Source: an optimization exercise on an open RTL-to-GDS flow (aim: small area). Production flows keep margins and buffers that such runs may drop. Only simulation tests tie the RTL to the original design; equivalence was not proved. Power and IR drop assume default switching activity.

==> flow/design.v <==
`timescale 1ns / 1ps
module Receiver(
	input wire clk,
	input wire rst,
	input wire din,
	output reg [7:0] data,
	output wire valid
	);
reg d;
reg [2:0] i;
reg [8:0] cnt;
wire idle  = ~d & ~i[2] & ~i[1];
wire start = ~d & ~i[2] & i[1] & ~i[0];
wire stop  = ~d & ~i[2] & i[1] & i[0];
wire last  = ~d & i[2];
wire chk   = ~cnt[6] & cnt[5] & ~cnt[3] & cnt[2] & ~cnt[1] & ~cnt[0];
wire wr    = d & chk;
assign valid = ~d & ~i[2] & ~i[1] & i[0];
always @(posedge clk) begin
	cnt <= idle ? 9'd0 : {~cnt[7:0], cnt[8] ^ (cnt[3] | cnt[4] & cnt[0])};
	if (wr & ~i[2] & ~i[1] & ~i[0]) data[0] <= din;
	if (wr & ~i[2] & ~i[1] &  i[0]) data[1] <= din;
	if (wr & ~i[2] &  i[1] & ~i[0]) data[2] <= din;
	if (wr & ~i[2] &  i[1] &  i[0]) data[3] <= din;
	if (wr &  i[2] & ~i[1] & ~i[0]) data[4] <= din;
	if (wr &  i[2] & ~i[1] &  i[0]) data[5] <= din;
	if (wr &  i[2] &  i[1] & ~i[0]) data[6] <= din;
	if (wr &  i[2] &  i[1] &  i[0]) data[7] <= din;
	if (rst) begin
		d <= 1'b0; i <= 3'd0;
	end else if (idle) begin
		i <= din ? 3'd0 : 3'd2;
	end else if (last) begin
		i <= 3'd1;
	end else if (chk) begin
		if (start) begin
			d <= ~din; i <= 3'd0;
		end else if (stop) begin
			i <= din ? 3'd4 : 3'd0;
		end else begin
			i[0] <= ~i[0];
			i[1] <= i[1] ^ i[0];
			i[2] <= i[2] ^ (i[1] & i[0]);
			if (i[2] & i[1] & i[0]) begin d <= 1'b0; i <= 3'd3; end
		end
	end
end
endmodule
`timescale 1ns / 1ps
module Transmitter #(parameter EARLY = 0) (
	input wire clk,
	input wire rst,
	input wire en,
	output wire [2:0] idx,
	input wire bit_in,
	output reg dout
	);
localparam [8:0] C0 = 9'd0;
reg d;
reg [2:0] i;
reg [8:0] cnt;
wire ready = ~d & ~i[1];
wire start = ~d & i[1] & ~i[0];
wire stop  = ~d & i[1] & i[0];
wire e0    = ~cnt[7] & ~cnt[5] & ~cnt[4] & ~cnt[3] & ~cnt[1];
wire e278  = cnt[8] & cnt[7] & cnt[6] & cnt[4] & ~cnt[1] & cnt[0];
assign idx = i;
always @(posedge clk) begin
	cnt <= (ready | e278) ? C0 : {~cnt[7:0], cnt[8] ^ cnt[1]};
	if (rst | ~d & ~start)
		dout <= 1'b1;
	else if (start)
		dout <= 1'b0;
	else if (e0)
		dout <= bit_in;
	if (rst) begin
		d <= 1'b0; i <= 3'd0;
	end else if (ready) begin
		if (EARLY && i[0]) i <= 3'd2;
		else if (en) i <= EARLY ? 3'd1 : 3'd2;
	end else if (e278) begin
		if (start) begin
			d <= 1'b1; i <= 3'd0;
		end else if (stop) begin
			i <= {2'b00, EARLY != 0 && en};
		end else begin
			i[0] <= ~i[0];
			i[1] <= i[1] ^ i[0];
			i[2] <= i[2] ^ (i[1] & i[0]);
			if (i[2] & i[1] & i[0]) begin d <= 1'b0; i <= 3'd3; end
		end
	end
end
endmodule
`timescale 1ns / 1ps
module Mitm(
	input wire CLK,
	input wire rst,  
	input wire RX,
	output wire TX,
	output wire C4,  
	output wire C5,  
	input wire C6,  
	input wire C7,  
	output reg LED1
);
reg [1:0] state;
wire green  = ~state[1];
wire normal = ~state[0];
reg grn, fwd_bs, fwd_bg;
wire [7:0] data, bs_data_rx, bg_data_rx;
wire usb_valid, bs_valid, bg_valid;
wire [2:0] usb_idx, bs_idx, bg_idx;
Receiver r_usb(.clk(CLK), .rst(rst), .din(RX), .data(data), .valid(usb_valid));
Receiver r_bs (.clk(CLK), .rst(rst), .din(C6), .data(bs_data_rx), .valid(bs_valid));
Receiver r_bg (.clk(CLK), .rst(rst), .din(C7), .data(bg_data_rx), .valid(bg_valid));
wire [7:0] G = 8'd71;
wire bg_en = green | normal & bs_valid;
wire bs_en = green | normal & bg_valid & ~bs_valid;
Transmitter t_usb(.clk(CLK), .rst(rst), .en(usb_valid), .idx(usb_idx),
	.bit_in(data[usb_idx]), .dout(TX));
Transmitter #(1) t_bs(.clk(CLK), .rst(rst), .en(bs_en), .idx(bs_idx),
	.bit_in(fwd_bs ? bg_data_rx[bs_idx] : grn & G[bs_idx]), .dout(C4));
Transmitter #(1) t_bg(.clk(CLK), .rst(rst), .en(bg_en), .idx(bg_idx),
	.bit_in(fwd_bg ? bs_data_rx[bg_idx] : grn & G[bg_idx]), .dout(C5));
wire cmd = usb_valid & (data[7:4] == 4'b0100) & data[2] & data[1] & (data[3] | data[0]);
always @(posedge CLK) begin
	if (rst) begin
		state <= 2'b11;
		LED1 <= 1'b0;
		grn <= 1'b0;
		fwd_bs <= 1'b0;
		fwd_bg <= 1'b0;
	end else begin
		if (cmd) begin
			LED1 <= ~LED1;
			state <= {data[3], data[0]};
		end
		if (normal) begin
			if (bs_valid) fwd_bg <= 1'b1;
			else if (bg_valid) fwd_bs <= 1'b1;
		end else begin
			grn <= green;
			fwd_bs <= 1'b0;
			fwd_bg <= 1'b0;
		end
	end
end
endmodule
==> flow/flow/run.sh <==
#!/bin/bash
# The standard layout, with three changes:
# - synthesis maps the logic with area-oriented ABC scripts (flow/synth_area.tcl):
#   each flow/abc_*.script is tried in a synthesis of its own and the one
#   giving the smallest cell area is used for the layout;
# - clock tree: no dummy loads on the leaf nets;
# - port buffers: the smallest buffer (repair may still resize it).
# Each tool's output goes to a log file in this folder.
set -euo pipefail
W=$PWD
export CTS_ARGS="-sink_clustering_enable -repair_clock_nets -dont_use_dummy_load -root_buf sky130_fd_sc_hd__clkbuf_8 -buf_list {sky130_fd_sc_hd__clkbuf_4 sky130_fd_sc_hd__clkbuf_8} -sink_clustering_size 14 -sink_clustering_max_diameter 60"
export BUFFER_PORTS_ARGS="-buffer_cell sky130_fd_sc_hd__buf_1"

trial() {
  local s=$1 n
  n=$(basename "$s" .script)
  AREA_ABC_SCRIPT="$s" make -C "$FLOW_HOME" DESIGN_CONFIG="$W/config.mk" WORK_HOME="$W/trial_$n" \
    CLKGATE_MAP_FILE= SYNTH_SCRIPT="$W/flow/synth_area.tcl" synth > "$W/trial_$n.log" 2>&1 || return 0
  awk '/Chip area for module/ {print $NF}' "$W/trial_$n/reports/$FLOW_PLATFORM/Mitm/base/synth_stat.txt" \
    > "$W/trial_$n.area"
}
pids=()
for s in "$W"/flow/abc_*.script; do
  trial "$s" &
  pids+=($!)
  if (( ${#pids[@]} >= ${NUM_CORES:-4} )); then wait "${pids[0]}"; pids=("${pids[@]:1}"); fi
done
wait
best=$(for f in "$W"/trial_*.area; do [[ -s $f ]] && echo "$(cat "$f") $(basename "$f" .area)"; done | sort -g | head -1 | awk '{print $2}')
best=${best#trial_}
echo "areas:"; for f in "$W"/trial_*.area; do echo "  $(basename "$f" .area) $(cat "$f")"; done
echo "using $best"
rm -rf "$W"/trial_*/
export AREA_ABC_SCRIPT="$W/flow/$best.script"
bash standard.sh SYNTH_SCRIPT="$W/flow/synth_area.tcl" synth > synth.log 2>&1
bash standard.sh finish > standard.log 2>&1
==> flow/flow/abc_t14.script <==
&get -n
&st
&syn3
&dch -f
&nf -R 1000 -p -F 8 -A 4
&put
mfs3 -ae
topo
==> flow/flow/abc_t8.script <==
&get -n
&st
&syn3
&dch -f
&nf -R 1000 -p -F 8 -A 4
&put
topo
==> flow/flow/abc_u1.script <==
&get -n
&st
&syn3
&dch -f
&nf -R 1000 -p -F 8 -A 4
&put
mfs3 -aer
mfs3 -ae
topo
==> flow/flow/abc_u10.script <==
&get -n
&st
&syn3
&put
strash
&get -n
&dch -f
&nf -R 1000 -p -F 8 -A 4
&put
mfs3 -ae
strash
&get -n
&dch -f
&nf -R 1000 -p -F 8 -A 4
&put
mfs3 -ae
strash
&get -n
&dch -f
&nf -R 1000 -p -F 8 -A 4
&put
mfs3 -ae
strash
&get -n
&dch -f
&nf -R 1000 -p -F 8 -A 4
&put
mfs3 -ae
topo
==> flow/flow/abc_u4.script <==
&get -n
&st
&syn3
&dch -f
&nf -R 1000 -p -F 8 -A 4
&put
mfs3 -ae
strash
&get -n
&dch -f
&nf -R 1000 -p -F 8 -A 4
&put
mfs3 -ae
topo
==> flow/flow/abc_u5.script <==
&get -n
&st
&put
strash
&get -n
&syn3
&dch -f
&nf -R 1000 -p -F 8 -A 4
&put
mfs3 -ae
strash
&get -n
&dch -f
&nf -R 1000 -p -F 8 -A 4
&put
mfs3 -ae
strash
&get -n
&dch -f
&nf -R 1000 -p -F 8 -A 4
&put
mfs3 -ae
topo
==> flow/flow/abc_u7.script <==
&get -n
&st
&put
strash
&get -n
&dch -f
&nf -R 1000 -p -F 8 -A 4
&put
mfs3 -ae
strash
&get -n
&dch -f
&nf -R 1000 -p -F 8 -A 4
&put
mfs3 -ae
strash
&get -n
&dch -f
&nf -R 1000 -p -F 8 -A 4
&put
mfs3 -ae
strash
&get -n
&dch -f
&nf -R 1000 -p -F 8 -A 4
&put
mfs3 -ae
topo
==> flow/flow/abc_u9.script <==
&get -n
&st
&put
strash
&get -n
&dch -f
&nf -R 1000 -p -F 8 -A 4
&put
mfs3 -ae
strash
&get -n
&dch -f
&nf -R 1000 -p -F 8 -A 4
&put
mfs3 -ae
strash
&get -n
&dch -f
&nf -R 1000 -p -F 8 -A 4
&put
mfs3 -ae
strash
&get -n
&dch -f
&nf -R 1000 -p -F 8 -A 4
&put
mfs3 -ae
strash
&get -n
&dch -f
&nf -R 1000 -p -F 8 -A 4
&put
mfs3 -ae
strash
&get -n
&dch -f
&nf -R 1000 -p -F 8 -A 4
&put
mfs3 -ae
topo
==> flow/flow/synth_area.tcl <==
# synth_recipe.tcl (the standard synthesis) with one change: ABC maps the
# logic with an area-oriented script (abc_area.script beside this file)
# instead of ORFS's delay-oriented one. Registers are mapped before ABC runs,
# so they are the same as in the standard synthesis.
proc synth {args} { yosys synth -nofsm -noshare {*}$args }
proc abc {args} {
  set i [lsearch $args -script]
  if { $i >= 0 } { lset args [expr {$i + 1}] $::env(AREA_ABC_SCRIPT) }
  yosys abc {*}$args
}
source $::env(SCRIPTS_DIR)/synth.tcl
# left out here: clear keep_hierarchy, flatten, clean up, hide names made inside functions, write 1_2_yosys.v
==> flow/standard.sh <==
#!/bin/bash
# synth_recipe.tcl (not shown) runs the flow's synth.tcl, then flattens the netlist and writes it again
# the make line also repeats each setting of config.mk as NAME=value (left out here)
make -C /OpenROAD-flow-scripts/flow DESIGN_CONFIG=/design/flow/config.mk WORK_HOME=/design/flow/orfs CLKGATE_MAP_FILE= SYNTH_SCRIPT=/design/flow/synth_recipe.tcl "${@:-finish}"
==> flow/config.mk <==
export PLATFORM = sky130hd
export DESIGN_NAME = Mitm
export DESIGN_NICKNAME = Mitm
export VERILOG_FILES = /design/flow/design.v
export SDC_FILE = /design/flow/constraint.sdc
export NUM_CORES = 4
export LEC_CHECK = 0
export CAP_MARGIN = 20
export CORE_MARGIN = 2
export CORE_UTILIZATION = 60
export GPL_TIMING_DRIVEN = 0
export SLEW_MARGIN = 20
==> flow/constraint.sdc <==
create_clock -name core_clock -period 10.0 [get_ports {CLK}]
set_input_delay 2.0000 -clock core_clock [delete_from_list [all_inputs] [get_ports {CLK}]]
set_output_delay 2.0000 -clock core_clock [all_outputs]
set_load 0.01 [all_outputs]
==> results.cfg, run 1 <==
[setup_path]
crit_type = reg -> out
end_kind = primary output
worst-path-buf-inv = 1
max_stage_delay_ns = 0.35
cp_top_family = flip-flops
path_cells = buf_1
crit_required_ns = 8.00
cp_data_arrival_time_ns = 0.86
cp_max_fo = 2
cp-start-kind = register
crit_slowest_cell = dfxtp_1

[clock_tree]
clk_pin_slew_worst_paths_ns = 0.07
clock_latency_ns = 0.36
cts_tree = built
clock_sinks = 111
ctsResizeCount = 0
post-cts-setup-buffers = 0
cts-root-buf = clkbuf_8
clockBufferDepth = 2
htreeDepth = 3
cts_buffers = 9
ctsHoldBuffers = 0

[placement]
dp_hpwl_mm = 4.78
portBuffers = 8
dp_worst_setup_slack_ns = 6.97
place_inst = 534
routabilityCongestion = 0.820

[synthesis]
synth.cell_area_sq_um = 4210
netlist_instances = 430
ys_types = 40
synth_edf_count = 24
postSynthAreaPerCell_sq_um = 9.80
dominantRegCellSynth = dfxtp_1
ys_async_sr_fraction_pct = 0
yosys.area.top_type = dfxtp_1
yosysSeqAreaShare_pct = 58.4
synth.top_cell.area_share_pct = 41.3
yosys_warnings = 4
syn_nets = 441
synth_area_leaders = dfxtp_1 (41%), edfxtp_1 (17%), nor2_1 (8.9%)
ys_ff_latch = 111

[route]
wl_per_cell_um = 12.7
drt_wl_total_mm = 6.91
drc_errors = 0
viasPerCell = 5.63
ant_nets = 0
vias = 3058
drt_iter0_drc = 121
firstDrtPassIters = 4

[global_routing]
antenna_found_initial = 0
grt_use_total_pct = 20.1
grt_pass1_vias = 2748
grt_pass1_wl_mm = 12.2
grt-ovfl-total = 0
grt_max_degree = 34

[cells_and_area]
n_antenna_cell = 0
final_cells = 543
num-nets-final = 460
drive_above_1_share_pct = 4.25
syn_to_final_growth_pct = 6.89

[power_and_ir_drop]
power_leakage_uw = 0.00159
p_sw_share_pct = 28.8
vdd_drop_max_v = 0.000130
p_per_area_nw_per_um2 = 212
seqPwrFrac_pct = 61.4
power_frac_clock_pct = 21.3
power_switching_uw = 275
p_comb_share_pct = 17.4
p_int_uw = 679

[sta]
grt_setup_unrepaired = no
drv_slew = 0
slew_headroom_pct = 52.5
period_share_pct = 28.6
layout_min_cycle_time_ns = 2.86
worstMarginPinSlew_ns = 0.706
setup_viol = 0
max_freq_mhz = 349
fin_skew_ns = 0.0267
hold_viol = 0
fin_tns_setup_ns = 0
setup_ws_ns = 7.14

[worst_hold_path]
worstHoldPathType = reg -> reg

[floorplanning]
start_util_pct = 62.0
die_height_um = 87.8
die_width_um = 87.8
dieArea_sq_um = 7710
core_area_sq_um = 6790
io_pins = 9
fp-row-count = 30

[outcome]
status = timing/DRC/antenna clean

[flow_run]
max_cap_viol_count = 0
==> cell families after synthesis <==
family          synth area share [%]
simple gates                    19.7
flops                           58.4
compound gates                  13.4
buf+inv                         1.43
xor+xnor                        1.87
mux                             3.45
fa+ha+maj                       1.78
==> state kept, by name, summed over array words and instances, names as in the netlist, 2 cells and up <==
| register | count |
|---|---|
| r_bs.data | 8 |
| t_bg.cnt | 9 |
| t_usb.i | 3 |
| r_bg.data | 8 |
| t_bs.cnt | 9 |
| r_usb.i | 3 |
| r_bs.i | 3 |
| r_bg.i | 3 |
| state | 2 |
| r_usb.cnt | 9 |
| r_bs.cnt | 9 |
| r_bg.cnt | 9 |
| t_bs.i | 3 |
| t_bg.i | 3 |
| t_usb.cnt | 9 |
| r_usb.data | 8 |
==> cell type report <==
class / count / area [sq um]
clock buffer: 9 / 124
fill: 566 / 2290
inverter: 16 / 60.1
multi-input combinational: 303 / 1710
sequential: 111 / 2460
tap: 96 / 120
timing repair buffer: 8 / 31.3
==> power groups by stage <==
stage	clock, uW	combinational, uW	sequential [uW]
6_report	203	166	586
5_1_grt	232	193	598
3_3_place_gp	0	162	594
4_1_cts	214	167	585
2_1_floorplan	0	135	580
3_5_place_dp	0	167	595
==> stage by stage <==
step           hold slack [ns]  util [%]  total power, uW  area [sq um]
2_1_floorplan            0.368         -              715          4210
3_3_place_gp             0.372      64.2              756          4360
3_5_place_dp             0.373      64.3              762          4370
4_1_cts                  0.388      66.1              966          4490
5_1_grt                  0.392      66.3             1020          4500
6_report                 0.385      66.3              955          4500
==> routing by layer <==
layer | up-vias | global-route usage (%) | wire [um]
met4 | 0 | 6.29 | 70
met3 | 6 | 5.00 | 190
li1 | 1582 | - | -
met1 | 1433 | 27.5 | 3430
met2 | 37 | 31.7 | 3220
met5 | - | 0 | 0
==> path summary, 6_finish.rpt <==
kind / from / end / slack, ns / cells past startpoint
max: LED1 / LED1 / 7.14 / 1
min: t_bg.cnt[2] / t_bg.cnt[3] / 0.38 / 1
max reg2reg: r_bs.i[1] / t_bs.i[2] / 7.28 / 8
min reg2reg: t_bg.cnt[2] / t_bg.cnt[3] / 0.38 / 1
==> cells in the mapped netlist, types with 3 or more instances <==
cell type	n
nor4_1	5
a31oi_1	10
a211oi_1	5
xor2_1	4
and3_1	3
o21ai_0	25
nand2b_1	6
edfxtp_1	24
a21o_1	3
nand3_1	13
o311ai_0	3
a21oi_1	29
a221oi_1	5
mux4_2	6
ha_1	6
xnor2_1	5
dfxtp_1	87
nor3_1	21
nand2_1	28
or4_1	3
clkinv_1	16
nor2_1	100
==> cells in the final DEF (no fill, tap or decap), types with 3 or more instances in the layout <==
cell type  instances
dfxtp_1           87
a31oi_1           10
edfxtp_1          24
ha_1               6
a211oi_1           5
or4_1              3
nand2_1           28
nor4_1             5
o311ai_0           3
nand3_1           13
nor2_1           100
clkinv_1          16
o21ai_0           25
mux4_2             6
and3_1             3
nor3_1            18
xor2_1             4
nor3_2             3
clkbuf_8           9
xnor2_1            5
a21oi_1           29
a21o_1             3
nand2b_1           6
buf_1              7
a221oi_1           5
==> inputs of run 2 (changes only) <==
--- a/flow/flow/run.sh
+++ b/flow/flow/run.sh
@@ -1,6 +1,7 @@
 #!/bin/bash
 # The standard layout, with three changes:
-# - synthesis maps the logic with area-oriented ABC scripts (flow/synth_area.tcl):
+# - synthesis maps the logic with area-oriented ABC scripts and no adder
+#   extraction (flow/synth_area.tcl):
 #   each flow/abc_*.script is tried in a synthesis of its own and the one
 #   giving the smallest cell area is used for the layout;
 # - clock tree: no dummy loads on the leaf nets;
@@ -8,7 +9,7 @@
 # Each tool's output goes to a log file in this folder.
 set -euo pipefail
 W=$PWD
-export CTS_ARGS="-sink_clustering_enable -repair_clock_nets -dont_use_dummy_load -root_buf sky130_fd_sc_hd__clkbuf_8 -buf_list {sky130_fd_sc_hd__clkbuf_4 sky130_fd_sc_hd__clkbuf_8} -sink_clustering_size 14 -sink_clustering_max_diameter 60"
+export CTS_ARGS="-sink_clustering_enable -repair_clock_nets -dont_use_dummy_load -root_buf sky130_fd_sc_hd__clkbuf_8 -buf_list sky130_fd_sc_hd__clkbuf_4 -sink_clustering_size 14 -sink_clustering_max_diameter 60"
 export BUFFER_PORTS_ARGS="-buffer_cell sky130_fd_sc_hd__buf_1"
 
 trial() {
==> flow/flow/synth_area.tcl (replaced) <==
# synth_recipe.tcl (the standard synthesis) with two changes to the mapping of
# the logic between the registers:
# - ABC maps it with an area-oriented script ($AREA_ABC_SCRIPT) instead of
#   ORFS's delay-oriented one;
# - half/full adders are not extracted into adder cells before ABC (ORFS's
#   ADDER_MAP_FILE step), so ABC sees and optimises all of the logic.
# Registers are mapped before ABC runs, so they are the same as in the
# standard synthesis.
proc synth {args} { yosys synth -nofsm -noshare {*}$args }
proc abc {args} {
  set i [lsearch $args -script]
  if { $i >= 0 } { lset args [expr {$i + 1}] $::env(AREA_ABC_SCRIPT) }
  yosys abc {*}$args
}
set ::env(ADDER_MAP_FILE) ""
source $::env(SCRIPTS_DIR)/synth.tcl
# left out here: clear keep_hierarchy, flatten, clean up, hide names made inside functions, write 1_2_yosys.v
--- a/flow/config.mk
+++ b/flow/config.mk
@@ -5,8 +5,8 @@
 export SDC_FILE = /design/flow/constraint.sdc
 export NUM_CORES = 4
 export LEC_CHECK = 0
-export CAP_MARGIN = 20
+export CAP_MARGIN = 5
 export CORE_MARGIN = 2
 export CORE_UTILIZATION = 60
 export GPL_TIMING_DRIVEN = 0
-export SLEW_MARGIN = 20
+export SLEW_MARGIN = 5
==> results.cfg, run 2 <==
[synthesis]
syn_nets = 420
yosys.area.top_type = dfxtp_1
dominantRegCellSynth = dfxtp_1
yosysSeqAreaShare_pct = 60.3
synth.cell_area_sq_um = 4090
yosys_warnings = 4
ys_types = 37
ys_async_sr_fraction_pct = 0
synth_edf_count = 24
synth_common_cells = nor2_1 (103), dfxtp_1 (87), a21oi_1 (33), nand2_1 (27), edfxtp_1 (24)
synth.most_common_cell = nor2_1
postSynthAreaPerCell_sq_um = 9.84
synth.top_cell.area_share_pct = 42.6
netlist_instances = 415
ys_ff_latch = 111
synth_area_leaders = dfxtp_1 (43%), edfxtp_1 (18%), nor2_1 (9.5%)

[route]
drc_errors = 0
ant_nets = 0
vias = 2929
wl_per_cell_um = 12.6
drt_wl_total_mm = 6.46
viasPerCell = 5.72
firstDrtPassIters = 5
drt_iter0_drc = 90

[sta]
setup_ws_ns = 7.15
slew_headroom_pct = 19.2
layout_min_cycle_time_ns = 2.85
max_freq_mhz = 351
drv_slew = 0
grt_setup_unrepaired = no
fin_tns_setup_ns = 0
setup_viol = 0
hold_viol = 0
period_share_pct = 28.5
fin_skew_ns = 0.0271
worstMarginPinSlew_ns = 1.20

[outcome]
status = timing/DRC/antenna clean

[setup_path]
startpoint = LED1
cp_data_arrival_time_ns = 0.85
cp-start-kind = register
crit_type = reg -> out
cp_top_family = flip-flops
rr_startpoint = r_bs.i[2]
crit_slowest_cell = dfxtp_1
crit_required_ns = 8.00
worst-path-buf-inv = 1
max_stage_delay_ns = 0.35
cp_max_fo = 2
path_cells = buf_1
end_kind = primary output

[clock_tree]
cts-root-buf = clkbuf_8
clk_pin_slew_worst_paths_ns = 0.08
cts_tree = built
ctsHoldBuffers = 0
cts_buffers = 9
post-cts-setup-buffers = 0
clock_latency_ns = 0.37
clockBufferDepth = 2
htreeDepth = 3
ctsResizeCount = 0
clock_sinks = 111

[placement]
portBuffers = 8
routabilityCongestion = 0.787
dp_worst_setup_slack_ns = 7.03
dp_hpwl_mm = 4.41

[floorplanning]
die_width_um = 86.5
core_area_sq_um = 6680
fp-row-count = 30
die_height_um = 86.5
dieArea_sq_um = 7480
start_util_pct = 61.1
io_pins = 9

[cells_and_area]
final_cell_mix = nor2_1 (103), dfxtp_1 (87), a21oi_1 (33)
n_antenna_cell = 0
drive_above_1_share_pct = 3.94
fillers = 557
num-nets-final = 439
syn_to_final_growth_pct = 6.37
layout_commonest_cell = nor2_1

[flow_run]
max_cap_viol_count = 0

[global_routing]
grt_pass1_wl_mm = 11.8
grt_max_degree = 34
grt_use_total_pct = 19.9
antenna_found_initial = 0
grt-ovfl-total = 0
grt_pass1_vias = 2712

[worst_hold_path]
hp-start = t_bg.cnt[2]
worstHoldPathType = reg -> reg

[power_and_ir_drop]
power_leakage_uw = 0.00152
p_per_area_nw_per_um2 = 166
vdd_drop_max_v = 0.000125
[run 2: path summary, 6_finish.rpt]
check | slack (ns) | to | depth (start not counted)
worst max-delay path | 7.15 | LED1 | 1
worst min-delay path | 0.39 | t_bg.cnt[3] | 1
worst max register to register | 7.45 | t_bs.i[1] | 7
worst min register to register | 0.39 | t_bg.cnt[3] | 1
[run 2: cells by family after synthesis]
| family | synth area share (%) |
|---|---|
| simple gates | 20.7 |
| flops | 60.3 |
| compound gates | 12.4 |
| xor+xnor | 1.93 |
| buf+inv | 0.827 |
| mux | 3.80 |
[run 2: cell type report]
type                    instances  area, sq um  share of cell area, %
inverters                       9         33.8                  0.777
repair buffers                  8         31.3                  0.720
clock buffers                   9          124                   2.85
multi-input cells             295         1590                   36.7
flip-flops and latches        111         2460                   56.7
well taps                      80          100                   2.30
[run 2: layer usage]
| metal | part of all wire (%) | routed length (um) | vias up | GRT usage, % |
|---|---|---|---|---|
| met1 | 49 | 3140 | 1391 | 26.2 |
| met4 | 1.7 | 109 | 0 | 7.67 |
| met3 | 2.9 | 187 | 9 | 5.05 |
| li1 | - | - | 1506 | - |
| met2 | 47 | 3020 | 23 | 31.7 |
| met5 | 0 | 0 | - | 0 |
[run 2: power by group]
group          total (uW)  switching [uW]  internal, uW
clock network         201             120          81.0
logic                34.1            19.9          14.2
registers             488            13.5           474
total                 723             154           569
[run 2: per-stage QoR]
| step | hold WS (ns) | utilization, % | total power (uW) | cell area [sq um] | cells |
|---|---|---|---|---|---|
| CTS | 0.388 | 65.0 | 731 | 4340 | 512 |
| floorplan | 0.368 | - | 519 | 4090 | 415 |
| global route | 0.413 | 65.0 | 756 | 4350 | 512 |
| finish | 0.386 | 65.0 | 723 | 4350 | 512 |
| detailed placement | 0.375 | 63.1 | 532 | 4220 | 503 |
| global placement | 0.370 | 63.1 | 531 | 4220 | 503 |
==> inputs of run 3 (changes only) <==
==> flow/flow/abc_u12.script (new file) <==
&get -n
&st
&put
strash
&get -n
&dch -f
&nf -R 1000 -p -F 8 -A 4
&put
mfs3 -ae
strash
&get -n
&dch -f
&nf -R 1000 -p -F 8 -A 4
&put
mfs3 -ae
strash
&get -n
&dch -f
&nf -R 1000 -p -F 8 -A 4
&put
mfs3 -ae
strash
&get -n
&dch -f
&nf -R 1000 -p -F 8 -A 4
&put
mfs3 -ae
strash
&get -n
&dch -f
&nf -R 1000 -p -F 8 -A 4
&put
mfs3 -ae
strash
&get -n
&dch -f
&nf -R 1000 -p -F 8 -A 4
&put
mfs3 -ae
strash
&get -n
&dch -f
&nf -R 1000 -p -F 8 -A 4
&put
mfs3 -ae
strash
&get -n
&dch -f
&nf -R 1000 -p -F 8 -A 4
&put
mfs3 -ae
topo
==> flow/flow/abc_u13.script (new file) <==
&get -n
&st
&syn3
&put
strash
&get -n
&dch -f
&nf -R 1000 -p -F 8 -A 4
&put
mfs3 -ae
strash
&get -n
&dch -f
&nf -R 1000 -p -F 8 -A 4
&put
mfs3 -ae
strash
&get -n
&dch -f
&nf -R 1000 -p -F 8 -A 4
&put
mfs3 -ae
strash
&get -n
&dch -f
&nf -R 1000 -p -F 8 -A 4
&put
mfs3 -ae
strash
&get -n
&dch -f
&nf -R 1000 -p -F 8 -A 4
&put
mfs3 -ae
strash
&get -n
&dch -f
&nf -R 1000 -p -F 8 -A 4
&put
mfs3 -ae
topo
==> flow/flow/abc_u14.script (new file) <==
&get -n
&st
&put
strash
&get -n
&dch -f
&nf -R 1000 -p -F 8 -A 4
&put
mfs3 -aer
strash
&get -n
&dch -f
&nf -R 1000 -p -F 8 -A 4
&put
mfs3 -aer
strash
&get -n
&dch -f
&nf -R 1000 -p -F 8 -A 4
&put
mfs3 -aer
strash
&get -n
&dch -f
&nf -R 1000 -p -F 8 -A 4
&put
mfs3 -aer
strash
&get -n
&dch -f
&nf -R 1000 -p -F 8 -A 4
&put
mfs3 -aer
strash
&get -n
&dch -f
&nf -R 1000 -p -F 8 -A 4
&put
mfs3 -aer
topo
==> flow/flow/abc_u15.script (new file) <==
&get -n
&st
&put
strash
&get -n
&dch
&nf -R 1000 -p -F 8 -A 4
&put
mfs3 -ae
strash
&get -n
&dch -f
&nf -R 1000 -p -F 8 -A 4
&put
mfs3 -ae
strash
&get -n
&dch
&nf -R 1000 -p -F 8 -A 4
&put
mfs3 -ae
strash
&get -n
&dch -f
&nf -R 1000 -p -F 8 -A 4
&put
mfs3 -ae
strash
&get -n
&dch
&nf -R 1000 -p -F 8 -A 4
&put
mfs3 -ae
strash
&get -n
&dch -f
&nf -R 1000 -p -F 8 -A 4
&put
mfs3 -ae
topo
==> flow/flow/abc_v3.script (new file) <==
&get -n
&st
&syn2
&put
strash
&get -n
&dch -f
&nf -R 1000 -p -F 8 -A 4
&put
mfs3 -ae
strash
&get -n
&dch -f
&nf -R 1000 -p -F 8 -A 4
&put
mfs3 -ae
strash
&get -n
&dch -f
&nf -R 1000 -p -F 8 -A 4
&put
mfs3 -ae
strash
&get -n
&dch -f
&nf -R 1000 -p -F 8 -A 4
&put
mfs3 -ae
topo
==> results.cfg, run 3 <==
[sta]
hold_viol = 0
fin_tns_setup_ns = 0
drv_slew = 0
max_freq_mhz = 349
worstMarginPinSlew_ns = 1.20
setup_viol = 0
slew_headroom_pct = 18.9
fin_skew_ns = 0.0167
period_share_pct = 28.7
layout_min_cycle_time_ns = 2.87
grt_setup_unrepaired = no

[placement]
portBuffers = 8
routabilityCongestion = 0.817
dp_hpwl_mm = 4.66

[setup_path]
path_cells = buf_1
end_kind = primary output
cp_max_fo = 3
rr_worst_depth = 8
r2r_slack_ns = 7.21
worst-path-buf-inv = 1
r2r-end = t_bs.i[2]
max_stage_delay_ns = 0.36
cp_data_arrival_time_ns = 0.87
cp_top_family = flip-flops
crit_required_ns = 8.00
crit_type = reg -> out
rr_startpoint = r_bs.i[2]
cp-start-kind = register
crit_slowest_cell = dfxtp_1
worstSetupPathDepth = 1

[global_routing]
grt_pass1_vias = 2636
grt_use_total_pct = 20.0
grt_max_degree = 34
grt_pass1_wl_mm = 11.8
grt-ovfl-total = 0
antenna_found_initial = 0

[cells_and_area]
num-nets-final = 426
final_cell_mix = nor2_1 (97), dfxtp_1 (87), a21oi_1 (28)
drive_above_1_share_pct = 4.06
post-route-util_pct = 64.9
layout_commonest_cell = nor2_1
syn_to_final_growth_pct = 6.38
n_antenna_cell = 0

[floorplanning]
io_pins = 9
start_util_pct = 61.0
dieArea_sq_um = 7470
core_area_sq_um = 6680
fp-row-count = 30
die_height_um = 86.4
die_width_um = 86.4

[clock_tree]
cts_tree = built
clockBufferDepth = 2
clock_latency_ns = 0.36
clk_pin_slew_worst_paths_ns = 0.08
ctsHoldBuffers = 0
cts_buffers = 9
clock_sinks = 111
post-cts-setup-buffers = 0
ctsResizeCount = 0
cts-root-buf = clkbuf_8
htreeDepth = 3

[synthesis]
synth.cell_area_sq_um = 4080
ys_types = 38
postSynthAreaPerCell_sq_um = 10.1
ys_async_sr_fraction_pct = 0
yosysSeqAreaShare_pct = 60.4
synth.most_common_cell = nor2_1
syn_nets = 407
yosys_warnings = 4
netlist_instances = 402
synth_common_cells = nor2_1 (97), dfxtp_1 (87), a21oi_1 (28), nor3_1 (25), edfxtp_1 (24)
dominantRegCellSynth = dfxtp_1
synth_area_leaders = dfxtp_1 (43%), edfxtp_1 (18%), nor2_1 (8.9%)
synth_edf_count = 24
ys_ff_latch = 111
synth.top_cell.area_share_pct = 42.7
yosys.area.top_type = dfxtp_1

[power_and_ir_drop]
vdd_drop_max_v = 0.000110
power_leakage_uw = 0.00151
p_per_area_nw_per_um2 = 195

[route]
wl_per_cell_um = 13.7
drt_iter0_drc = 208
ant_nets = 0
drc_errors = 0
viasPerCell = 5.73
drt_wl_total_mm = 6.83
vias = 2859
firstDrtPassIters = 5

[worst_hold_path]
hp-start = t_bs.cnt[2]
whs_endpoint = t_bs.cnt[3]
whs_path_depth = 1
worstHoldPathType = reg -> reg

[flow_run]
max_cap_viol_count = 0

[outcome]
status = timing/DRC/antenna clean
[run 3: cell count changes after synthesis, sizes merged, moves of 4 or more]
cell	before	now
nor2b	2	7
nand2	27	15
nand3	17	11
nor2	103	97
nor3	21	25
a21oi	33	28
[run 3: how the worst max path moves through the flow]
| stage | from | to | slack (ns) |
|---|---|---|---|
| 2_1_floorplan | RX | r_usb.i[1] | 7.39 |
| 3_3_place_gp | rst | r_bs.i[2] | 6.57 |
| 3_5_place_dp | RX | r_usb.i[1] | 7.09 |
| 4_1_cts | LED1 | LED1 | 7.11 |
| 5_1_grt | r_bs.i[2] | t_bs.i[2] | 6.77 |
| 6_report | LED1 | LED1 | 7.13 |
[run 3: worst register-to-register path: cells and delay by family (launching register included)]
| family | cells | cell delay (ns) |
|---|---|---|
| and+or+nand+nor | 4 | 1.28 |
| muxes | 1 | 0.18 |
| AOI/OAI and AO/OA | 3 | 0.75 |
| DFF | 1 | 0.44 |
[run 3: cell families after synthesis]
kind of cell,share of synthesized area [%]
AND/OR/NAND/NOR,20.2
AO/OA/AOI/OAI,12.2
buffers and inverters,0.829
XOR/XNOR,2.15
flip-flops,60.4
multiplexers,4.30
[run 3: where the power goes]
| group | switching, uW | internal, uW |
|---|---|---|
| logic | 55.1 | 47.1 |
| registers | 39.9 | 500 |
| clock network | 123 | 81.1 |
[run 3: area by class of cell]
type	count	area, sq um
Sequential cell	111	2460
Clock buffer	9	124
Fill cell	557	2340
Tap cell	80	100
Timing Repair Buffer	8	31.3
Multi-Input combinational cell	282	1590
Inverter	9	33.8
[run 3: stage by stage]
| step | hold WS (ns) | total power, uW | cell area, sq um | setup WS (ns) | std cells |
|---|---|---|---|---|---|
| finish | 0.381 | 846 | 4340 | 7.13 | 499 |
| global route | 0.398 | 892 | 4340 | 6.77 | 499 |
| CTS | 0.381 | 857 | 4330 | 7.11 | 499 |
| detailed placement | 0.375 | 653 | 4210 | 7.09 | 490 |
| global placement | 0.369 | 647 | 4210 | 6.57 | 490 |
| floorplan | 0.368 | 620 | 4080 | 7.39 | 402 |
[run 3: layer usage]
metal	GRT usage [%]	part of all wire (%)	vias to the layer above
met5	0	0	-
met1	25.9	47	1325
met3	5.81	3.7	9
li1	-	-	1487
met4	6.53	1.5	0
met2	32.6	48	38
==> inputs of run 4 (changes only) <==
--- a/flow/design.v
+++ b/flow/design.v
@@ -55,41 +55,31 @@
 	input wire bit_in,
 	output reg dout
 	);
-localparam [8:0] C0 = 9'd0;
-reg d;
-reg [2:0] i;
+reg [3:0] ph;
 reg [8:0] cnt;
-wire ready = ~d & ~i[1];
-wire start = ~d & i[1] & ~i[0];
-wire stop  = ~d & i[1] & i[0];
+wire ready = ~ph[3] & ph[2] & ~ph[1];
+wire pre   = ready & ph[0];
+wire start = ~ph[3] & ph[2] & ph[1] & ph[0];
+wire stop  = ph == 4'd0;
 wire e0    = ~cnt[7] & ~cnt[5] & ~cnt[4] & ~cnt[3] & ~cnt[1];
 wire e278  = cnt[8] & cnt[7] & cnt[6] & cnt[4] & ~cnt[1] & cnt[0];
-assign idx = i;
+assign idx = ph[2:0];
 always @(posedge clk) begin
-	cnt <= (ready | e278) ? C0 : {~cnt[7:0], cnt[8] ^ cnt[1]};
-	if (rst | ~d & ~start)
+	cnt <= (ready | e278) ? 9'd0 : {~cnt[7:0], cnt[8] ^ cnt[1]};
+	if (rst | ~ph[3] & ~start)
 		dout <= 1'b1;
 	else if (start)
 		dout <= 1'b0;
 	else if (e0)
 		dout <= bit_in;
-	if (rst) begin
-		d <= 1'b0; i <= 3'd0;
-	end else if (ready) begin
-		if (EARLY && i[0]) i <= 3'd2;
-		else if (en) i <= EARLY ? 3'd1 : 3'd2;
-	end else if (e278) begin
-		if (start) begin
-			d <= 1'b1; i <= 3'd0;
-		end else if (stop) begin
-			i <= {2'b00, EARLY != 0 && en};
-		end else begin
-			i[0] <= ~i[0];
-			i[1] <= i[1] ^ i[0];
-			i[2] <= i[2] ^ (i[1] & i[0]);
-			if (i[2] & i[1] & i[0]) begin d <= 1'b0; i <= 3'd3; end
-		end
-	end
+	if (rst)
+		ph <= 4'd4;
+	else if (EARLY && pre)
+		ph <= 4'd7;
+	else if (ready)
+		ph <= en ? (EARLY ? 4'd5 : 4'd7) : 4'd4;
+	else if (e278)
+		ph <= stop ? ((EARLY != 0 && en) ? 4'd5 : 4'd4) : ph + 4'd1;
 end
 endmodule
 `timescale 1ns / 1ps
==> results.cfg, run 4 <==
[synthesis]
ys_ff_latch = 111
synth_common_cells = nor2_1 (104), dfxtp_1 (87), a21oi_1 (34)
synth_edf_count = 24
yosys.area.top_type = dfxtp_1
dominantRegCellSynth = dfxtp_1
synth.most_common_cell = nor2_1
yosysSeqAreaShare_pct = 61.3
synth.top_cell.area_share_pct = 43.4
yosys_warnings = 4
syn_nets = 407
postSynthAreaPerCell_sq_um = 9.99
ys_async_sr_fraction_pct = 0
synth_area_leaders = dfxtp_1 (43%), edfxtp_1 (18%), nor2_1 (9.7%)
netlist_instances = 402
ys_types = 35
synth.cell_area_sq_um = 4020

[clock_tree]
htreeDepth = 3
cts_buffers = 9
clockBufferDepth = 2
ctsHoldBuffers = 0
post-cts-setup-buffers = 0
ctsResizeCount = 0
clock_latency_ns = 0.37
cts_tree = built
clk_pin_slew_worst_paths_ns = 0.08
clock_sinks = 111
cts-root-buf = clkbuf_8

[setup_path]
cp_data_arrival_time_ns = 0.86
max_stage_delay_ns = 0.36
path_cells = buf_1
cp-start-kind = register
worst-path-buf-inv = 1
cp_max_fo = 2
end_kind = primary output
crit_type = reg -> out
crit_slowest_cell = dfxtp_1
crit_required_ns = 8.00
cp_top_family = flip-flops

[cells_and_area]
n_antenna_cell = 0
drive_above_1_share_pct = 3.82
final_cells = 496
layout_commonest_cell = nor2_1
num-nets-final = 426
final_cell_mix = nor2_1 (104), dfxtp_1 (87), a21oi_1 (34)
syn_to_final_growth_pct = 6.26

[sta]
max_freq_mhz = 349
worstMarginPinSlew_ns = 1.15
setup_viol = 0
hold_viol = 0
drv_slew = 0
fin_skew_ns = 0.0276
fin_tns_setup_ns = 0
period_share_pct = 28.6
layout_min_cycle_time_ns = 2.86
slew_headroom_pct = 22.7
grt_setup_unrepaired = no

[route]
drt_wl_total_mm = 6.32
drc_errors = 0
ant_nets = 0
drt_iter0_drc = 95
wl_per_cell_um = 12.8
viasPerCell = 5.72
firstDrtPassIters = 7
vias = 2836

[worst_hold_path]
worstHoldPathType = reg -> reg

[floorplanning]
io_pins = 9
die_width_um = 85.8
start_util_pct = 62.5
fp-row-count = 29
dieArea_sq_um = 7360
core_area_sq_um = 6420
die_height_um = 85.8

[global_routing]
antenna_found_initial = 0
grt_pass1_wl_mm = 11.1
grt_use_total_pct = 19.1
grt-ovfl-total = 0
grt_max_degree = 33
grt_pass1_vias = 2504

[placement]
routabilityCongestion = 0.815
dp_hpwl_mm = 4.29
place_inst = 487
portBuffers = 8

[power_and_ir_drop]
vdd_drop_max_v = 0.000127
power_leakage_uw = 0.00155
p_per_area_nw_per_um2 = 176

[flow_run]
max_cap_viol_count = 0

[outcome]
status = timing/DRC/antenna clean
run 4: cell types whose count changed in the layout (fill, tap and decap cells not counted), sizes merged, moves of 4 or more:
| cell | before | now |
|---|---|---|
| clkinv | 9 | 5 |
| nand3 | 11 | 15 |
| nand2 | 15 | 24 |
| nor2 | 97 | 104 |
| a21oi | 28 | 34 |
| nor2b | 7 | 1 |
run 4: metrics by stage:
| stage | total power, uW | util [%] | setup slack, ns | hold WS, ns | area [sq um] |
|---|---|---|---|---|---|
| floorplan | 541 | - | 7.38 | 0.368 | 4020 |
| global placement | 555 | 64.5 | 6.52 | 0.373 | 4140 |
| detailed placement | 557 | 64.5 | 6.98 | 0.373 | 4140 |
| CTS | 762 | 66.5 | 7.12 | 0.378 | 4270 |
| global route | 786 | 66.5 | 7.03 | 0.394 | 4270 |
| finish | 750 | 66.5 | 7.14 | 0.377 | 4270 |
run 4: final timing paths:
path	start	to	slack [ns]	depth (start not counted)
min	t_usb.cnt[2]	t_usb.cnt[3]	0.38	1
max reg2reg	r_usb.i[1]	LED1	7.40	5
max	LED1	LED1	7.14	1
min reg2reg	t_usb.cnt[2]	t_usb.cnt[3]	0.38	1
run 4: logic make-up after synthesis:
| logic type | count (synthesis) | share of synthesized area, % |
|---|---|---|
| XOR/XNOR | 10 | 2.18 |
| buffers and inverters | 5 | 0.467 |
| AO/OA/AOI/OAI | 74 | 10.9 |
| multiplexers | 10 | 4.36 |
| flip-flops | 111 | 61.3 |
| AND/OR/NAND/NOR | 192 | 20.8 |
run 4: report_power, final:
group / total, uW / leakage (uW) / switching [uW] / internal, uW
combinational: 48.2 / 0.000554 / 27.2 / 21.0
sequential: 498 / 0.000927 / 18.8 / 479
clock: 204 / 0.0000647 / 123 / 81.1
total: 750 / 0.00155 / 169 / 581
run 4: per-layer routing:
| layer | GRT usage [%] | wire, um |
|---|---|---|
| met4 | 6.06 | 105 |
| met1 | 25.9 | 3140 |
| met3 | 6.35 | 189 |
| met2 | 29.2 | 2890 |
| met5 | 0 | 0 |
run 4: area by class of cell:
type,count,area (sq um)
Clock buffer,9,124
Tap cell,77,96.3
Fill cell,557,2150
Sequential cell,111,2460
Multi-Input combinational cell,286,1540
Inverter,5,18.8
Timing Repair Buffer,8,31.3
==> inputs of run 5 (changes only) <==
--- a/flow/flow/run.sh
+++ b/flow/flow/run.sh
@@ -9,7 +9,7 @@
 # Each tool's output goes to a log file in this folder.
 set -euo pipefail
 W=$PWD
-export CTS_ARGS="-sink_clustering_enable -repair_clock_nets -dont_use_dummy_load -root_buf sky130_fd_sc_hd__clkbuf_8 -buf_list sky130_fd_sc_hd__clkbuf_4 -sink_clustering_size 14 -sink_clustering_max_diameter 60"
+export CTS_ARGS="-sink_clustering_enable -repair_clock_nets -dont_use_dummy_load -root_buf sky130_fd_sc_hd__clkbuf_8 -buf_list sky130_fd_sc_hd__clkbuf_16 -sink_clustering_levels 1 -sink_clustering_size 28 -sink_clustering_max_diameter 80"
 export BUFFER_PORTS_ARGS="-buffer_cell sky130_fd_sc_hd__buf_1"
 
 trial() {
==> results.cfg, run 5 <==
[outcome]
status = timing/DRC/antenna clean

[sta]
fin_skew_ns = 0.0276
setup_ws_ns = 7.14
setup_viol = 0
grt_setup_unrepaired = no
slew_headroom_pct = 22.7
hold_viol = 0
drv_slew = 0
worstMarginPinSlew_ns = 1.15
max_freq_mhz = 349
hold_slack_ns = 0.377
period_share_pct = 28.6
fin_tns_setup_ns = 0
layout_min_cycle_time_ns = 2.86

[synthesis]
postSynthAreaPerCell_sq_um = 9.99
yosys_warnings = 4
synth_common_cells = nor2_1 (104), dfxtp_1 (87), a21oi_1 (34)
netlist_instances = 402
ys_ff_latch = 111
synth.top_cell.area_share_pct = 43.4
ys_types = 35
syn_nets = 407
yosysSeqAreaShare_pct = 61.3
synth_edf_count = 24
synth.cell_area_sq_um = 4020
synth.most_common_cell = nor2_1
yosys.area.top_type = dfxtp_1
synth_area_leaders = dfxtp_1 (43%), edfxtp_1 (18%), nor2_1 (9.7%)
ys_async_sr_fraction_pct = 0
dominantRegCellSynth = dfxtp_1

[placement]
dp_hpwl_mm = 4.29
portBuffers = 8
routabilityCongestion = 0.815
placed_area_sq_um = 4140
dp_worst_setup_slack_ns = 6.98
place_inst = 487

[global_routing]
grt_pass1_wl_mm = 11.1
grt_max_degree = 33
grt_use_total_pct = 19.1
antenna_found_initial = 0
grt-ovfl-total = 0
grt_pass1_vias = 2504

[setup_path]
rr_startpoint = r_usb.i[1]
cp_top_family = flip-flops
crit_required_ns = 8.00
max_stage_delay_ns = 0.36
cp_max_fo = 2
rr_worst_depth = 5
end_kind = primary output
cp_data_arrival_time_ns = 0.86
startpoint = LED1
crit_slowest_cell = dfxtp_1
path_cells = buf_1
worst-path-buf-inv = 1
cp-start-kind = register
r2r-end = LED1
crit_type = reg -> out
r2r_slack_ns = 7.40

[flow_run]
max_cap_viol_count = 0

[floorplanning]
die_height_um = 85.8
core_area_sq_um = 6420
io_pins = 9
start_util_pct = 62.5
fp-row-count = 29
dieArea_sq_um = 7360
die_width_um = 85.8

[route]
wl_met3_um = 189
viasPerCell = 5.72
drt_iter0_drc = 95
drc_errors = 0
wl_per_cell_um = 12.8
highest_layer = met4
drt_wl_total_mm = 6.32
firstDrtPassIters = 7
ant_nets = 0
wl_met2_mm = 2.89
vias = 2836
wl_met1_mm = 3.14

[power_and_ir_drop]
p_per_area_nw_per_um2 = 176
vdd_drop_max_v = 0.000127
p_sw_share_pct = 22.5
power_leakage_uw = 0.00155
power_switching_uw = 169
seqPwrFrac_pct = 66.4
p_comb_share_pct = 6.4
power_frac_clock_pct = 27.2
p_int_uw = 581

[clock_tree]
clock_latency_ns = 0.37
ctsHoldBuffers = 0
clockBufferDepth = 2
cts_buffers = 9
ctsResizeCount = 0
clock_sinks = 111
cts-root-buf = clkbuf_8
clk_pin_slew_worst_paths_ns = 0.08
post-cts-setup-buffers = 0
cts_tree = built
htreeDepth = 3

[worst_hold_path]
worstHoldPathType = reg -> reg
whs_path_depth = 1
whs_endpoint = t_usb.cnt[3]
hp-start = t_usb.cnt[2]

[cells_and_area]
layout_commonest_cell = nor2_1
syn_to_final_growth_pct = 6.26
final_cell_mix = nor2_1 (104), dfxtp_1 (87), a21oi_1 (34)
drive_above_1_share_pct = 3.82
final_cells = 496
postLayoutCellArea_sq_um = 4270
num-nets-final = 426
n_antenna_cell = 0
## run 5: cell counts after synthesis
Identical to the previous run, type by type.
## run 5: metrics by stage
| step | util (%) | power [uW] |
|---|---|---|
| after floorplan | - | 541 |
| after global placement | 64.5 | 555 |
| after detailed placement | 64.5 | 557 |
| after CTS | 66.5 | 762 |
| after global routing | 66.5 | 786 |
| final | 66.5 | 750 |
## run 5: layout make-up
cell class | count | area (sq um)
inverters | 5 | 18.8
clock buffers | 9 | 124
multi-input cells | 286 | 1540
fillers | 557 | 2150
repair buffers | 8 | 31.3
well taps | 77 | 96.3
flip-flops and latches | 111 | 2460
## run 5: worst max path at each step
stage | to | slack (ns) | cells past startpoint
2_1_floorplan | t_usb.dout | 7.38 | 1
3_5_place_dp | t_usb.dout | 6.98 | 2
5_1_grt | LED1 | 7.03 | 5
6_report | LED1 | 7.14 | 1
3_3_place_gp | r_bs.i[2] | 6.52 | 3
4_1_cts | LED1 | 7.12 | 1
## run 5: kinds of logic after synthesis
logic type / Yosys count / share of synthesized area [%]
compound gates: 74 / 10.9
xor+xnor: 10 / 2.18
flops: 111 / 61.3
mux: 10 / 4.36
buf+inv: 5 / 0.467
simple gates: 192 / 20.8
## run 5: power groups by stage
stage | Clock [uW] | Sequential, uW | Combinational, uW
floorplan | 0 | 503 | 37.3
global placement | 0 | 508 | 47.5
detailed placement | 0 | 508 | 48.7
CTS | 215 | 498 | 48.9
global route | 228 | 501 | 56.3
finish | 204 | 498 | 48.2
## run 5: per-layer routing
| layer | vias up | global-route usage, % |
|---|---|---|
| li1 | 1464 | - |
| met1 | 1329 | 25.9 |
| met2 | 32 | 29.2 |
| met3 | 11 | 6.35 |
| met4 | 0 | 6.06 |
| met5 | - | 0 |

[port drivers added, routing unchanged]
No port has a modelled driver above. Below, the same layouts with a new extraction and two added sets of constraints. Step 1 sets driving cells, clkbuf_16 on the clock port and buf_2 on the other inputs (assumed; they add their load-dependent delay and slew). Step 2 also shifts input and output timing later by t, the mid clock arrival at the registers, as if the neighbouring blocks saw the same clock. Three values: ideal ports, drivers, drivers and shift; two values: the first two.
run | t, ns | slack for setup (ns) | worst setup path at the end | latest minus earliest clock arrival (ns)
run 1 | 0.374 | 7.139 / 7.109 / 6.944 | input to register | 0.027 / 0.027
run 2 | 0.386 | 7.153 / 7.119 / 7.021 | input to register | 0.028 / 0.029
run 3 | 0.383 | 7.133 / 7.101 / 7.078 | input to register | 0.018 / 0.017
run 4 | 0.389 | 7.138 / 7.106 / 6.966 | input to register | 0.029 / 0.028
run 5 | 0.389 | 7.138 / 7.106 / 6.966 | input to register | 0.029 / 0.028
After both steps every run listed still meets setup and hold. The setup slack of run 1, which loses most, moves by -0.030 ns with the drivers and by -0.195 ns with both steps.
